Context: an optimization exercise on an open-source flow, tuned for small area and a short achievable clock period. The choices shown serve that exercise and are no tape-out recipe.
In this exercise RTL edits were held to simulation tests only and were not proved equivalent to the original.
Power figures rest on the tool's default switching activity, not on a simulated workload.

## design.v

```verilog
`timescale 1ns/10ps
module alu_top (
    input  logic        clk_i,
    input  logic [2:0]  ALUControl_i,
    input  logic [63:0] A_i,
    input  logic [63:0] B_i,
    output logic [63:0] result_o,
    output logic        zero_o,
    output logic        overflow_o,
    output logic        carryout_o,
    output logic        negative_o
);
    logic [2:0]  ctrl_q;
    logic [63:0] a_q;
    logic [63:0] b_q;
    logic [63:0] result_d;
    logic        zero_d, overflow_d, carryout_d, negative_d;
    always_ff @(posedge clk_i) begin
        ctrl_q <= ALUControl_i;
        a_q    <= A_i;
        b_q    <= B_i;
    end
    ALU u_alu (
        .result_o     (result_d),
        .zero_o       (zero_d),
        .overflow_o   (overflow_d),
        .carryout_o   (carryout_d),
        .negative_o   (negative_d),
        .ALUControl_i (ctrl_q),
        .A_i          (a_q),
        .B_i          (b_q)
    );
    always_ff @(posedge clk_i) begin
        result_o   <= result_d;
        zero_o     <= zero_d;
        overflow_o <= overflow_d;
        carryout_o <= carryout_d;
        negative_o <= negative_d;
    end
endmodule

`timescale 1ns/10ps
module ALU (result_o, zero_o, overflow_o, carryout_o, negative_o, ALUControl_i, A_i, B_i);
    output  logic [63:0]    result_o;
    output  logic           zero_o;
    output  logic           overflow_o;
    output  logic           carryout_o;
    output  logic           negative_o;
    input   logic [2:0]     ALUControl_i;
    input   logic [63:0]    A_i;
    input   logic [63:0]    B_i;
    logic        sub;
    logic [63:0] p;      
    logic [63:0] pp;     
    logic [64:0] c;      
    logic [63:0] s;      
    assign sub = ALUControl_i[0];
    assign p   = A_i ^ B_i;
    assign pp  = p ^ {64{sub}};
    assign c[0] = sub;
    assign c[1] = pp[0] ? c[0] : A_i[0];
    assign c[2] = pp[1] ? c[1] : A_i[1];
    assign c[3] = pp[2] ? c[2] : A_i[2];
    assign c[4] = pp[3] ? c[3] : A_i[3];
    assign c[5] = pp[4] ? c[4] : A_i[4];
    assign c[6] = pp[5] ? c[5] : A_i[5];
    logic [12:6] gl1, gh1;
    assign gl1[6] = 1'b0;
    assign gh1[6] = 1'b1;
    assign gl1[7] = pp[6] ? gl1[6] : A_i[6];
    assign gh1[7] = pp[6] ? gh1[6] : A_i[6];
    assign gl1[8] = pp[7] ? gl1[7] : A_i[7];
    assign gh1[8] = pp[7] ? gh1[7] : A_i[7];
    assign gl1[9] = pp[8] ? gl1[8] : A_i[8];
    assign gh1[9] = pp[8] ? gh1[8] : A_i[8];
    assign gl1[10] = pp[9] ? gl1[9] : A_i[9];
    assign gh1[10] = pp[9] ? gh1[9] : A_i[9];
    assign gl1[11] = pp[10] ? gl1[10] : A_i[10];
    assign gh1[11] = pp[10] ? gh1[10] : A_i[10];
    assign gl1[12] = pp[11] ? gl1[11] : A_i[11];
    assign gh1[12] = pp[11] ? gh1[11] : A_i[11];
    assign c[7] = c[6] ? gh1[7] : gl1[7];
    assign c[8] = c[6] ? gh1[8] : gl1[8];
    assign c[9] = c[6] ? gh1[9] : gl1[9];
    assign c[10] = c[6] ? gh1[10] : gl1[10];
    assign c[11] = c[6] ? gh1[11] : gl1[11];
    assign c[12] = c[6] ? gh1[12] : gl1[12];
    logic [19:12] gl2, gh2;
    assign gl2[12] = 1'b0;
    assign gh2[12] = 1'b1;
    assign gl2[13] = pp[12] ? gl2[12] : A_i[12];
    assign gh2[13] = pp[12] ? gh2[12] : A_i[12];
    assign gl2[14] = pp[13] ? gl2[13] : A_i[13];
    assign gh2[14] = pp[13] ? gh2[13] : A_i[13];
    assign gl2[15] = pp[14] ? gl2[14] : A_i[14];
    assign gh2[15] = pp[14] ? gh2[14] : A_i[14];
    assign gl2[16] = pp[15] ? gl2[15] : A_i[15];
    assign gh2[16] = pp[15] ? gh2[15] : A_i[15];
    assign gl2[17] = pp[16] ? gl2[16] : A_i[16];
    assign gh2[17] = pp[16] ? gh2[16] : A_i[16];
    assign gl2[18] = pp[17] ? gl2[17] : A_i[17];
    assign gh2[18] = pp[17] ? gh2[17] : A_i[17];
    assign gl2[19] = pp[18] ? gl2[18] : A_i[18];
    assign gh2[19] = pp[18] ? gh2[18] : A_i[18];
    assign c[13] = c[12] ? gh2[13] : gl2[13];
    assign c[14] = c[12] ? gh2[14] : gl2[14];
    assign c[15] = c[12] ? gh2[15] : gl2[15];
    assign c[16] = c[12] ? gh2[16] : gl2[16];
    assign c[17] = c[12] ? gh2[17] : gl2[17];
    assign c[18] = c[12] ? gh2[18] : gl2[18];
    assign c[19] = c[12] ? gh2[19] : gl2[19];
    logic [27:19] gl3, gh3;
    assign gl3[19] = 1'b0;
    assign gh3[19] = 1'b1;
    assign gl3[20] = pp[19] ? gl3[19] : A_i[19];
    assign gh3[20] = pp[19] ? gh3[19] : A_i[19];
    assign gl3[21] = pp[20] ? gl3[20] : A_i[20];
    assign gh3[21] = pp[20] ? gh3[20] : A_i[20];
    assign gl3[22] = pp[21] ? gl3[21] : A_i[21];
    assign gh3[22] = pp[21] ? gh3[21] : A_i[21];
    assign gl3[23] = pp[22] ? gl3[22] : A_i[22];
    assign gh3[23] = pp[22] ? gh3[22] : A_i[22];
    assign gl3[24] = pp[23] ? gl3[23] : A_i[23];
    assign gh3[24] = pp[23] ? gh3[23] : A_i[23];
    assign gl3[25] = pp[24] ? gl3[24] : A_i[24];
    assign gh3[25] = pp[24] ? gh3[24] : A_i[24];
    assign gl3[26] = pp[25] ? gl3[25] : A_i[25];
    assign gh3[26] = pp[25] ? gh3[25] : A_i[25];
    assign gl3[27] = pp[26] ? gl3[26] : A_i[26];
    assign gh3[27] = pp[26] ? gh3[26] : A_i[26];
    assign c[20] = c[19] ? gh3[20] : gl3[20];
    assign c[21] = c[19] ? gh3[21] : gl3[21];
    assign c[22] = c[19] ? gh3[22] : gl3[22];
    assign c[23] = c[19] ? gh3[23] : gl3[23];
    assign c[24] = c[19] ? gh3[24] : gl3[24];
    assign c[25] = c[19] ? gh3[25] : gl3[25];
    assign c[26] = c[19] ? gh3[26] : gl3[26];
    assign c[27] = c[19] ? gh3[27] : gl3[27];
    logic [36:27] gl4, gh4;
    assign gl4[27] = 1'b0;
    assign gh4[27] = 1'b1;
    assign gl4[28] = pp[27] ? gl4[27] : A_i[27];
    assign gh4[28] = pp[27] ? gh4[27] : A_i[27];
    assign gl4[29] = pp[28] ? gl4[28] : A_i[28];
    assign gh4[29] = pp[28] ? gh4[28] : A_i[28];
    assign gl4[30] = pp[29] ? gl4[29] : A_i[29];
    assign gh4[30] = pp[29] ? gh4[29] : A_i[29];
    assign gl4[31] = pp[30] ? gl4[30] : A_i[30];
    assign gh4[31] = pp[30] ? gh4[30] : A_i[30];
    assign gl4[32] = pp[31] ? gl4[31] : A_i[31];
    assign gh4[32] = pp[31] ? gh4[31] : A_i[31];
    assign gl4[33] = pp[32] ? gl4[32] : A_i[32];
    assign gh4[33] = pp[32] ? gh4[32] : A_i[32];
    assign gl4[34] = pp[33] ? gl4[33] : A_i[33];
    assign gh4[34] = pp[33] ? gh4[33] : A_i[33];
    assign gl4[35] = pp[34] ? gl4[34] : A_i[34];
    assign gh4[35] = pp[34] ? gh4[34] : A_i[34];
    assign gl4[36] = pp[35] ? gl4[35] : A_i[35];
    assign gh4[36] = pp[35] ? gh4[35] : A_i[35];
    assign c[28] = c[27] ? gh4[28] : gl4[28];
    assign c[29] = c[27] ? gh4[29] : gl4[29];
    assign c[30] = c[27] ? gh4[30] : gl4[30];
    assign c[31] = c[27] ? gh4[31] : gl4[31];
    assign c[32] = c[27] ? gh4[32] : gl4[32];
    assign c[33] = c[27] ? gh4[33] : gl4[33];
    assign c[34] = c[27] ? gh4[34] : gl4[34];
    assign c[35] = c[27] ? gh4[35] : gl4[35];
    assign c[36] = c[27] ? gh4[36] : gl4[36];
    logic [46:36] gl5, gh5;
    assign gl5[36] = 1'b0;
    assign gh5[36] = 1'b1;
    assign gl5[37] = pp[36] ? gl5[36] : A_i[36];
    assign gh5[37] = pp[36] ? gh5[36] : A_i[36];
    assign gl5[38] = pp[37] ? gl5[37] : A_i[37];
    assign gh5[38] = pp[37] ? gh5[37] : A_i[37];
    assign gl5[39] = pp[38] ? gl5[38] : A_i[38];
    assign gh5[39] = pp[38] ? gh5[38] : A_i[38];
    assign gl5[40] = pp[39] ? gl5[39] : A_i[39];
    assign gh5[40] = pp[39] ? gh5[39] : A_i[39];
    assign gl5[41] = pp[40] ? gl5[40] : A_i[40];
    assign gh5[41] = pp[40] ? gh5[40] : A_i[40];
    assign gl5[42] = pp[41] ? gl5[41] : A_i[41];
    assign gh5[42] = pp[41] ? gh5[41] : A_i[41];
    assign gl5[43] = pp[42] ? gl5[42] : A_i[42];
    assign gh5[43] = pp[42] ? gh5[42] : A_i[42];
    assign gl5[44] = pp[43] ? gl5[43] : A_i[43];
    assign gh5[44] = pp[43] ? gh5[43] : A_i[43];
    assign gl5[45] = pp[44] ? gl5[44] : A_i[44];
    assign gh5[45] = pp[44] ? gh5[44] : A_i[44];
    assign gl5[46] = pp[45] ? gl5[45] : A_i[45];
    assign gh5[46] = pp[45] ? gh5[45] : A_i[45];
    assign c[37] = c[36] ? gh5[37] : gl5[37];
    assign c[38] = c[36] ? gh5[38] : gl5[38];
    assign c[39] = c[36] ? gh5[39] : gl5[39];
    assign c[40] = c[36] ? gh5[40] : gl5[40];
    assign c[41] = c[36] ? gh5[41] : gl5[41];
    assign c[42] = c[36] ? gh5[42] : gl5[42];
    assign c[43] = c[36] ? gh5[43] : gl5[43];
    assign c[44] = c[36] ? gh5[44] : gl5[44];
    assign c[45] = c[36] ? gh5[45] : gl5[45];
    assign c[46] = c[36] ? gh5[46] : gl5[46];
    logic [57:46] gl6, gh6;
    assign gl6[46] = 1'b0;
    assign gh6[46] = 1'b1;
    assign gl6[47] = pp[46] ? gl6[46] : A_i[46];
    assign gh6[47] = pp[46] ? gh6[46] : A_i[46];
    assign gl6[48] = pp[47] ? gl6[47] : A_i[47];
    assign gh6[48] = pp[47] ? gh6[47] : A_i[47];
    assign gl6[49] = pp[48] ? gl6[48] : A_i[48];
    assign gh6[49] = pp[48] ? gh6[48] : A_i[48];
    assign gl6[50] = pp[49] ? gl6[49] : A_i[49];
    assign gh6[50] = pp[49] ? gh6[49] : A_i[49];
    assign gl6[51] = pp[50] ? gl6[50] : A_i[50];
    assign gh6[51] = pp[50] ? gh6[50] : A_i[50];
    assign gl6[52] = pp[51] ? gl6[51] : A_i[51];
    assign gh6[52] = pp[51] ? gh6[51] : A_i[51];
    assign gl6[53] = pp[52] ? gl6[52] : A_i[52];
    assign gh6[53] = pp[52] ? gh6[52] : A_i[52];
    assign gl6[54] = pp[53] ? gl6[53] : A_i[53];
    assign gh6[54] = pp[53] ? gh6[53] : A_i[53];
    assign gl6[55] = pp[54] ? gl6[54] : A_i[54];
    assign gh6[55] = pp[54] ? gh6[54] : A_i[54];
    assign gl6[56] = pp[55] ? gl6[55] : A_i[55];
    assign gh6[56] = pp[55] ? gh6[55] : A_i[55];
    assign gl6[57] = pp[56] ? gl6[56] : A_i[56];
    assign gh6[57] = pp[56] ? gh6[56] : A_i[56];
    assign c[47] = c[46] ? gh6[47] : gl6[47];
    assign c[48] = c[46] ? gh6[48] : gl6[48];
    assign c[49] = c[46] ? gh6[49] : gl6[49];
    assign c[50] = c[46] ? gh6[50] : gl6[50];
    assign c[51] = c[46] ? gh6[51] : gl6[51];
    assign c[52] = c[46] ? gh6[52] : gl6[52];
    assign c[53] = c[46] ? gh6[53] : gl6[53];
    assign c[54] = c[46] ? gh6[54] : gl6[54];
    assign c[55] = c[46] ? gh6[55] : gl6[55];
    assign c[56] = c[46] ? gh6[56] : gl6[56];
    assign c[57] = c[46] ? gh6[57] : gl6[57];
    logic [64:57] gl7, gh7;
    assign gl7[57] = 1'b0;
    assign gh7[57] = 1'b1;
    assign gl7[58] = pp[57] ? gl7[57] : A_i[57];
    assign gh7[58] = pp[57] ? gh7[57] : A_i[57];
    assign gl7[59] = pp[58] ? gl7[58] : A_i[58];
    assign gh7[59] = pp[58] ? gh7[58] : A_i[58];
    assign gl7[60] = pp[59] ? gl7[59] : A_i[59];
    assign gh7[60] = pp[59] ? gh7[59] : A_i[59];
    assign gl7[61] = pp[60] ? gl7[60] : A_i[60];
    assign gh7[61] = pp[60] ? gh7[60] : A_i[60];
    assign gl7[62] = pp[61] ? gl7[61] : A_i[61];
    assign gh7[62] = pp[61] ? gh7[61] : A_i[61];
    assign gl7[63] = pp[62] ? gl7[62] : A_i[62];
    assign gh7[63] = pp[62] ? gh7[62] : A_i[62];
    assign gl7[64] = pp[63] ? gl7[63] : A_i[63];
    assign gh7[64] = pp[63] ? gh7[63] : A_i[63];
    assign c[58] = c[57] ? gh7[58] : gl7[58];
    assign c[59] = c[57] ? gh7[59] : gl7[59];
    assign c[60] = c[57] ? gh7[60] : gl7[60];
    assign c[61] = c[57] ? gh7[61] : gl7[61];
    assign c[62] = c[57] ? gh7[62] : gl7[62];
    assign c[63] = c[57] ? gh7[63] : gl7[63];
    assign c[64] = c[57] ? gh7[64] : gl7[64];
    assign s = pp ^ c[63:0];
    always_comb begin
        case (ALUControl_i)
            3'b000:  result_o = B_i;
            3'b010,
            3'b011:  result_o = s;
            3'b100:  result_o = A_i & B_i;
            3'b101:  result_o = A_i | B_i;
            3'b110:  result_o = p;
            default: result_o = '0;
        endcase
    end
    assign zero_o     = ~|result_o;
    assign negative_o = result_o[63];
    assign carryout_o = c[64];
    assign overflow_o = c[64] ^ c[63];
endmodule
```

## run.sh

```bash
#!/bin/bash
# synth_recipe.tcl (not shown) runs the flow's synth.tcl, then flattens the netlist and writes it again
# the make line also repeats each setting of config.mk as NAME=value (left out here)
make -C /OpenROAD-flow-scripts/flow DESIGN_CONFIG=/design/flow/config.mk WORK_HOME=/design/flow/orfs CLKGATE_MAP_FILE= SYNTH_SCRIPT=/design/flow/synth_recipe.tcl finish
```

## config.mk

```make
export PLATFORM = sky130hd
export DESIGN_NAME = alu_top
export DESIGN_NICKNAME = alu_top
export VERILOG_FILES = /design/flow/design.v
export SDC_FILE = /design/flow/constraint.sdc
export NUM_CORES = 4
export LEC_CHECK = 0
export ABC_AREA = 1
export CAP_MARGIN = 20
export CORE_MARGIN = 2
export CORE_UTILIZATION = 40
export SLEW_MARGIN = 20
```

## constraint.sdc

```tcl
create_clock -name core_clock -period 26.0 [get_ports {clk_i}]
set_input_delay 5.2000 -clock core_clock [delete_from_list [all_inputs] [get_ports {clk_i}]]
set_output_delay 5.2000 -clock core_clock [all_outputs]
set_load 0.01 [all_outputs]
```

==> metrics.md <==
| Metric | Value |
|---|---|
| Status | `timing/DRC/antenna clean` |
| CP Class | `flip-flop to primary output` |
| Synthesized area per cell | `7.101 um2` |
| FF+latch count, synth | `198` |
| DRC violations left | `0` |
| Sequential Power Share | `37.0%` |
| CTS buffer count | `17` |
| Sequential fraction of the synthesis area | `33.58%` |
| Rows | `62` |
| Routed WL | `30,950 um` |
| I/O Pins | `200` |
| I/O Buffers | `199` |
| VDD IR max | `0.06169 mV` |
| Chip height | `175.8 um` |
| Most common library cells after synthesis | `nand2_1, inv_1, dfxtp_1` |
| Clock Latency Late Sink | `450 ps` |
| Setup Viol. Count Final | `0` |
| P&R area growth vs syn | `24.05%` |
| Die ar. | `30,900 um2` |
| Vias per cell | `4.810` |
| Area leader, netlist | `dfxtp_1` |
| Vias | `10,775` |
| Switching pwr | `340.6 uW` |
| Gr usage total | `20.47%` |
| CTS tree | `done` |
| Worst-margin pin slew | `939.4 ps` |
| Clk pin slew, worst setup/hold paths | `80 ps` |
| Initial Util | `40.90%` |
| Sw Share | `36.17%` |
| Critical Path Max Stage Delay | `530 ps` |
| Final Cycle Share | `25.07%` |
| Post-DP HPWL | `21,840 um` |
| Sink Count | `198` |
| Pin count of the biggest net entering global routing | `58` |
| Antenna cells | `0` |
| CP required | `20,800 ps` |
| Post-synth EDFFs | `0` |
| Lkg Pwr | `7.485 nW` |
| Die width | `175.8 um` |
| Antenna Nets Post-Route | `0` |
| CP Capture Type | `primary output` |
| Most common cell in the synthesized netlist | `nand2_1` |
| CP Buf/Inv Count | `1` |
| Dpl cells | `2,208` |
| # hold bufs at CTS | `0` |
| PD cells | `64.31 nW/um2` |
| Commonest register cell after synthesis | `dfxtp_1` |
| Core box area | `28,860 um2` |
| GRT Residual Overflow | `0` |
| Ratio of cells with drive above 1 in the final layout | `4.149%` |
| Hold Vio Cnt, Final | `0` |
| Clock root buffer | `clkbuf_16` |
| Clk buf depth | `2` |
| Syn nets | `1,922` |
| Critical path's slowest cell | `clkdlybuf4s50_1` |
| RSZ-0062 raised after global routing | `false` |
| Finished Layout Cells | `2,240` |
| Post-Syn Area | `11,800 um2` |
| Final period demand of the worst path | `6519 ps` |
| Number of global-route vias before repair | `10,259` |
| PostCTS Resize Cnt | `0` |
| H-Tree Level Count | `4` |
| Slew Viols, Final | `0` |
| Delay-heaviest family, CP | `buffers and inverters` |
| Post-synth top area share | `33.58%` |
| Worst path cell trace | `clkdlybuf4s50_1` |
| Placer Congestion | `0.8205` |
| Post-synth cell types | `41` |
| Worst Skew | `17.22 ps` |
| Rel. slew slack | `37.15%` |
| Crit path arrival time | `1320 ps` |
| Total iterations of the first detailed-routing run | `7` |
| Max Cap Viol | `0` |
| Achievable frequency | `153.4 MHz` |
| Min Hold Slack | `547.5 ps` |
| Setup_tns | `0 ps` |
| Internal Power | `601.0 uW` |
| Final nets | `2,103` |
| Comb pwr share | `35.7%` |
| Total design power | `941.7 uW` |
| Clock Power Share | `27.3%` |
| First-pass GRT wire length | `50,360 um` |
| Initial DRC count | `472` |
| Synth top area cells | `dfxtp_1, nand2_1, ha_1, inv_1, nand3_1` |
| Post-synth ARST share | `0%` |
| Number of synthesis warnings | `2` |
| Type of origin of the critical path | `flip-flop` |
| Setup repair bufs after CTS | `0` |
| Post-DP Area | `14,080 um2` |
| Final instance area | `14,640 um2` |
| Hold crit path type | `flip-flop to flip-flop` |
| Initial antenna violation count | `1` |
| Routed length per instance | `13.82 um` |
| Post-Synthesis Cells | `1,662` |
| Worst-path maximum fanout | `1` |
## kinds of logic after synthesis
kind of cell,after synthesis,share of synthesized area [%]
XOR/XNOR,53,4.156
AND/OR/NAND/NOR,788,27.70
adder cells (fa/ha/maj),128,13.57
flip-flops,198,33.58
AO/OA/AOI/OAI,175,9.944
buffers and inverters,320,11.05
## stage by stage
step | setup slack (ps) | utilization (%)
floorplan | 20310 | -
global placement | 19970 | 48.80
detailed placement | 19940 | 48.80
CTS | 19440 | 50.74
global route | 19420 | 50.74
finish | 19480 | 50.74
## cell usage in the layout (no fill, tap or decap), types with 13 or more instances in the layout
cell and instances:
nand2_1 534, inv_1 273, clkdlybuf4s50_1 199, dfxtp_1 197, ha_1 128, nand3_1 119
nor2_1 97, a221oi_1 55, o21ai_0 54, xnor2_1 49, o22ai_1 33, a21oi_1 17
clkbuf_16 17, nand2_2 13
## path summary, 6_finish.rpt
check / startpoint / to / slack, ps / cells after the start
max reg2reg: ctrl_q[0] / zero_o / 20270 / 24
min reg2reg: b_q[58] / result_o[58] / 550 / 2
max: result_o[54] / result_o[54] / 19480 / 1
min: b_q[58] / result_o[58] / 550 / 2
## power groups by stage
| stage | clock, mW | combinational (mW) | sequential (mW) |
|---|---|---|---|
| floorplan | 0 | 0.221 | 0.362 |
| finish | 0.257 | 0.336 | 0.349 |
| CTS | 0.266 | 0.338 | 0.349 |
| global route | 0.280 | 0.384 | 0.352 |
| global placement | 0 | 0.329 | 0.355 |
| detailed placement | 0 | 0.336 | 0.356 |
## per-layer routing
metal	vias to the layer above	wire, um	GRT usage (%)
met1	4905	14450	26.01
met2	220	14390	34.76
met5	-	16	0
met3	34	1545	4.307
li1	5614	-	-
met4	2	557	6.267
## registers in the layout, summed over array words and instances, names as in the netlist
register / cells
b_q: 64
a_q: 64
overflow_o: 1
zero_o: 1
result_o: 64
carryout_o: 1
ctrl_q: 3
## cell type report
cell class                 count  area (um2)
inverter                     277        1042
tap                          384       480.5
fill                        2825       14220
clock inverter                13       116.4
timing repair buffer         205        2037
sequential                   198        3968
multi-input combinational   1144        6555
clock buffer                  19       442.9

what the ideal ports hide:
How much do the figures lean on ideal ports? The routed layout below was timed once more, with nothing changed but the port constraints.
Step 1 assumes that a clkbuf_16 drives the clock port and a buf_2 every other input.
Step 2 times the ports against the registers' clock, not the clock port: input delays grow and output delays shrink by t, the midpoint of the rising clock arrivals with the driver on.
a / b / c = ideal / step 1 / step 2; a / b = the first two.
t, ns: 0.494
setup WS [ns]: 19.481 / 19.432 / 19.926
worst hold slack (ns): 0.548 / 0.548 / 0.548
worst setup path at the end: register to output
After both steps setup and hold are still met in this run. For this run, drivers alone change the setup slack by -0.049 ns; drivers and shift together by +0.445 ns.
